This is an optimization exercise on Yosys and OpenROAD, whose aim is small area, a short achievable clock period and few clock cycles per item, not a production implementation. Where RTL was checked, it was by simulation tests only, not by an equivalence proof against the original.

==> inputs of v39 <==
==> flow/design.v (excerpt) <==
module complex_multiplier
#(
    parameter INTEGER_WIDTH = 3,
    parameter FRACTIONAL_WIDTH = 13
)
(
    input  wire                                          clk,
    input  wire                                          rst_n,
    input  wire                                          input_a_tvalid,
    output wire                                          input_a_tready,
    input  wire [2*(INTEGER_WIDTH+FRACTIONAL_WIDTH)-1:0] input_a_tdata,
    input  wire                                          input_b_tvalid,
    output wire                                          input_b_tready,
    input  wire [2*(INTEGER_WIDTH+FRACTIONAL_WIDTH)-1:0] input_b_tdata,
    output reg                                           output_prod_tvalid,
    input  wire                                          output_prod_tready,
    output wire [2*(INTEGER_WIDTH+FRACTIONAL_WIDTH)-1:0] output_prod_tdata
);
==> flow/config.mk <==
export PLATFORM = sky130hd
export DESIGN_NAME = complex_multiplier
export DESIGN_NICKNAME = complex_multiplier
export VERILOG_FILES = /design/flow/design.v
export SDC_FILE = /design/flow/constraint.sdc
export NUM_CORES = 4
export LEC_CHECK = 0
export CAP_MARGIN = 20
export CORE_MARGIN = 2
export CORE_UTILIZATION = 40
export SLEW_MARGIN = 20
export SYNTH_HIERARCHICAL = 1
export SYNTH_MINIMUM_KEEP_SIZE = 0
==> flow/constraint.sdc <==
create_clock -name core_clock -period 10.0 [get_ports {clk}]
set_input_delay 2.0000 -clock core_clock [delete_from_list [all_inputs] [get_ports {clk}]]
set_output_delay 2.0000 -clock core_clock [all_outputs]
set_load 0.01 [all_outputs]
run.sh (not shown) runs the stock make flow with config.mk's settings and CLKGATE_MAP_FILE= SYNTH_SCRIPT=/design/flow/synth_recipe.tcl, a recipe that flattens the netlist after the stock synthesis.
==> v11 (differences from v39) <==
--- a/flow/design.v
+++ b/flow/design.v
@@ -1,22 +1,12 @@
 `default_nettype none
 `timescale 1ns / 1ps
-module fixed_point_multiplier
-#(
-    parameter INTEGER_WIDTH = 3,
-    parameter FRACTIONAL_WIDTH = 13
-)
-(
-    input  wire [15:0] input_a,
-    input  wire [15:0] input_b,
-    output wire [15:0] output_prod
-);
-    wire [15:0] x = input_a;
-    wire [15:0] y = input_b;
+module cm_mul (input wire [15:0] x, input wire [15:0] y,
+               output wire [14:0] a, output wire [14:0] b, output wire cl, output wire sgn);
     wire pp0_0;
     wire pp0_1;
     wire pp0_2;
     wire pp0_3;
     wire pp0_4;
     wire pp0_5;
     wire pp0_6;
     wire pp0_7;
@@ -1131,28 +1121,33 @@
     cm_fa u_s403 (.a(s351), .b(c290), .ci(c350), .s(s403), .co(c404));
     cm_fa u_s405 (.a(s353), .b(c294), .ci(c352), .s(s405), .co(c406));
     cm_fa u_s407 (.a(s355), .b(c298), .ci(c354), .s(s407), .co(c408));
     cm_fa u_s409 (.a(s357), .b(c302), .ci(c356), .s(s409), .co(c410));
     cm_fa u_s411 (.a(s359), .b(c306), .ci(c358), .s(s411), .co(c412));
     cm_fa u_s413 (.a(s361), .b(c310), .ci(c360), .s(s413), .co(c414));
     wire [27:0] ra = {s413, s411, s409, s407, s405, s403, s401, s399, s397, s395, s393, s391, s389, s387, s385, s383, s381, s379, s377, s375, s373, s371, s369, s367, s365, s363, pp0_1, pp0_0};
     wire [27:0] rb = {c412, c410, c408, c406, c404, c402, c400, c398, c396, c394, c392, c390, c388, c386, c384, c382, c380, c378, c376, c374, c372, c370, c368, c366, c364, pp2_0, pp1_0, 1'b0};
-    wire [27:0] p = ra + rb;
-    wire sgn = (x[15] ^ y[15]) & (|x) & (|y);
-    assign output_prod = {sgn, p[27:13]};
+    wire [13:0] lo = ra[12:0] + rb[12:0];
+    assign cl = lo[13];
+    assign a = ra[27:13];
+    assign b = rb[27:13];
+    assign sgn = (x[15] ^ y[15]) & (|x) & (|y);
 endmodule
 module cm_fa (input wire a, input wire b, input wire ci, output wire s, output wire co);
     assign s = a ^ b ^ ci;
     assign co = (a & b) | (a & ci) | (b & ci);
 endmodule
 module cm_ha (input wire a, input wire b, output wire s, output wire co);
     assign s = a ^ b;
     assign co = a & b;
 endmodule
+module cm_bsel (input wire one, input wire two, input wire neg, input wire xj, input wire xjm, output wire pp);
+    assign pp = ((one & xj) | (two & xjm)) ^ neg;
+endmodule
 `default_nettype none
 `timescale 1ns / 1ps
 module complex_multiplier
 #(
     parameter INTEGER_WIDTH = 3,
     parameter FRACTIONAL_WIDTH = 13
 )
 (
@@ -1163,58 +1158,79 @@
     input  wire [2*(INTEGER_WIDTH+FRACTIONAL_WIDTH)-1:0] input_a_tdata,
     input  wire                                          input_b_tvalid,
     output wire                                          input_b_tready,
     input  wire [2*(INTEGER_WIDTH+FRACTIONAL_WIDTH)-1:0] input_b_tdata,
     output reg                                           output_prod_tvalid,
     input  wire                                          output_prod_tready,
     output wire [2*(INTEGER_WIDTH+FRACTIONAL_WIDTH)-1:0] output_prod_tdata
 );
-    localparam W = INTEGER_WIDTH + FRACTIONAL_WIDTH;
-    reg          v0, v1;
-    reg  [W-1:0] ar, ai, br, bi;
-    reg  [W-1:0] rr1, rr2, ri1, ri2;
-    reg  [W-1:0] prod_real, prod_imag;
-    wire en2 = ~output_prod_tvalid | output_prod_tready;
-    wire en1 = ~v1 | en2;
-    wire en0 = ~v0 | en1;
-    assign input_a_tready = en0;
-    assign input_b_tready = en0;
-    assign output_prod_tdata = {prod_imag, prod_real};
-    wire [W-1:0] m_rr1, m_rr2, m_ri1, m_ri2;
+    reg         v0, v1, q1v;
+    reg  [15:0] ar, ai, br, bi;
+    reg  [31:0] q0, q1;
+    wire take = output_prod_tready;                     
+    wire en1  = ~v1 | ~q1v | take;                      
+    wire en0  = ~v0 | en1;
+    wire rdy  = ~(v0 & v1 & q1v);
+    assign input_a_tready = rdy;
+    assign input_b_tready = rdy;
+    assign output_prod_tdata = q0;
+    wire fire = input_a_tvalid & input_b_tvalid & rdy;
+    wire mv1  = v1 & en1;                               
     always @(posedge clk) begin
         if (!rst_n) begin
             v0 <= 1'b0;
             v1 <= 1'b0;
             output_prod_tvalid <= 1'b0;
+            q1v <= 1'b0;
         end else begin
-            if (en0) v0 <= input_a_tvalid & input_b_tvalid;
+            if (en0) v0 <= fire;
             if (en1) v1 <= v0;
-            if (en2) output_prod_tvalid <= v1;
+            if (~output_prod_tvalid | take)
+                output_prod_tvalid <= q1v | mv1;
+            if (q1v) begin
+                if (take) q1v <= mv1;
+            end else begin
+                q1v <= mv1 & output_prod_tvalid & ~take;
+            end
         end
     end
+    wire [14:0] m_a0, m_a1, m_a2, m_a3;
+    wire [14:0] m_b0, m_b1, m_b2, m_b3;
+    wire [3:0]  m_c, m_s;
+    reg  [14:0] c_a0, c_a1, c_a2, c_a3;
+    reg  [14:0] c_b0, c_b1, c_b2, c_b3;
+    reg  [3:0]  c_c, c_s;
+    cm_mul mul_rr1 (.x(ar), .y(br), .a(m_a0), .b(m_b0), .cl(m_c[0]), .sgn(m_s[0]));
+    cm_mul mul_rr2 (.x(ai), .y(bi), .a(m_a1), .b(m_b1), .cl(m_c[1]), .sgn(m_s[1]));
+    cm_mul mul_ri1 (.x(ar), .y(bi), .a(m_a2), .b(m_b2), .cl(m_c[2]), .sgn(m_s[2]));
+    cm_mul mul_ri2 (.x(ai), .y(br), .a(m_a3), .b(m_b3), .cl(m_c[3]), .sgn(m_s[3]));
+    wire [14:0] h0 = c_a0 + c_b0 + c_c[0];
+    wire [14:0] h1 = c_a1 + c_b1 + c_c[1];
+    wire [14:0] h2 = c_a2 + c_b2 + c_c[2];
+    wire [14:0] h3 = c_a3 + c_b3 + c_c[3];
+    wire [15:0] prod_real = {c_s[0], h0} - {c_s[1], h1};
+    wire [15:0] prod_imag = {c_s[2], h2} + {c_s[3], h3};
     always @(posedge clk) begin
         if (en0) begin
-            ar <= input_a_tdata[W-1:0];
-            ai <= input_a_tdata[2*W-1:W];
-            br <= input_b_tdata[W-1:0];
-            bi <= input_b_tdata[2*W-1:W];
+            ar <= input_a_tdata[15:0];
+            ai <= input_a_tdata[31:16];
+            br <= input_b_tdata[15:0];
+            bi <= input_b_tdata[31:16];
         end
         if (en1) begin
-            rr1 <= m_rr1;
-            rr2 <= m_rr2;
-            ri1 <= m_ri1;
-            ri2 <= m_ri2;
-        end
-        if (en2) begin
-            prod_real <= rr1 - rr2;
-            prod_imag <= ri1 + ri2;
+            c_a0 <= m_a0;
+            c_a1 <= m_a1;
+            c_a2 <= m_a2;
+            c_a3 <= m_a3;
+            c_b0 <= m_b0;
+            c_b1 <= m_b1;
+            c_b2 <= m_b2;
+            c_b3 <= m_b3;
+            c_c <= m_c;
+            c_s <= m_s;
         end
+        if (~output_prod_tvalid | take)
+            q0 <= q1v ? q1 : {prod_imag, prod_real};
+        if (~q1v | take)
+            q1 <= {prod_imag, prod_real};
     end
-    fixed_point_multiplier #(.INTEGER_WIDTH(INTEGER_WIDTH), .FRACTIONAL_WIDTH(FRACTIONAL_WIDTH))
-        mul_rr1 (.input_a(ar), .input_b(br), .output_prod(m_rr1));
-    fixed_point_multiplier #(.INTEGER_WIDTH(INTEGER_WIDTH), .FRACTIONAL_WIDTH(FRACTIONAL_WIDTH))
-        mul_rr2 (.input_a(ai), .input_b(bi), .output_prod(m_rr2));
-    fixed_point_multiplier #(.INTEGER_WIDTH(INTEGER_WIDTH), .FRACTIONAL_WIDTH(FRACTIONAL_WIDTH))
-        mul_ri1 (.input_a(ar), .input_b(bi), .output_prod(m_ri1));
-    fixed_point_multiplier #(.INTEGER_WIDTH(INTEGER_WIDTH), .FRACTIONAL_WIDTH(FRACTIONAL_WIDTH))
-        mul_ri2 (.input_a(ai), .input_b(br), .output_prod(m_ri2));
 endmodule
- SETUP_SLACK_MARGIN: unset -> 5
==> impl_metrics.py <==
metrics = {
    "clocking": {
        "numClockSinks": 260,
        "clk_pin_slew_ns": 0.06,
    },
    "run_status": {
        "run_status": "complete, no violations",
    },
    "routing": {
        "maxUsedRoutingLayer": "met4",
        "route.met3.wl_mm": 8.86,
    },
    "synthesis": {
        "synth_compound_gate_area_share": 0.0450,
        "post_synth_most_frequent_cells": "and2_1 (885), fa_1 (778), edfxtp_1 (256)",
        "post_synth_and_or_nand_nor_area_fraction": 0.195,
    },
    "critical_path": {
        "critPathLaunchType": "flip-flop",
    },
    "floorplan": {
        "core_mm2": 0.0919,
    },
    "global_routing": {
        "met2_usage": 0.335,
    },
    "place": {
        "numPlacedInstances": 4300,
        "pre_cts_slack_ns": 5.36,
    },
}
Source of the figures above: v11

==> impl_metrics.py <==
metrics = {
    "critical_path": {
        "end_kind": "output pin",
        "critPathLaunchType": "primary input",
        "crit_path_frequent_cell": "clkdlybuf4s50_1",
    },
    "synthesis": {
        "synth_compound_gate_area_share": 0.0671,
        "post_synth_most_frequent_cells": "and2_1 (887), fa_1 (770), nand2_1 (201)",
        "post_synth_and_or_nand_nor_area_fraction": 0.216,
    },
    "cells_and_area": {
        "buffers_excl_clock": 169,
        "sequential_cell_total": 163,
    },
    "place": {
        "pre_cts_slack_ns": 3.57,
        "numPlacedInstances": 4173,
    },
    "run_status": {
        "run_status": "complete, no violations",
    },
    "floorplan": {
        "core_mm2": 0.0837,
    },
    "routing": {
        "maxUsedRoutingLayer": "met5",
        "route.met3.wl_mm": 8.57,
    },
    "clocking": {
        "numClockSinks": 163,
        "clk_pin_slew_ns": 0.07,
    },
}
Source of the figures above: v39

Testbench counts of v11, summed over its fixed seeds: cycles 12,024, items 12,000.
No functional check of the RTL was part of v39.

[afterwards: timing with drivers on the ports]
How much do the figures lean on ideal ports? The routed layouts below were timed once more, with nothing changed but the port constraints.
Step 1 sets driving cells, clkbuf_16 on the clock port and buf_2 on the other inputs (assumed; they add their load-dependent delay and slew).
Step 2, shift: input delay + t, output delay - t, t = (earliest + latest rising clock arrival at the registers) / 2. This alone moves slack from input paths to output paths.
a / b / c = no drivers / after step 1 / after step 2; a / b = the first two.
run	t, ns	setup slack, ns	worst setup path after step 2	worst register clock-pin slew, ns	worst data-port slew with drivers (ns)
v39	0.557	3.543 / 3.517 / 3.517	input to output	0.09 / 0.09	0.05
v11	0.637	5.453 / 5.453 / 5.367	input to register	0.07 / 0.07	0.05
After both steps every run listed still meets setup and hold. The setup slack of v11, which loses most, moves by 0.000 ns with the drivers and by -0.086 ns with both steps.
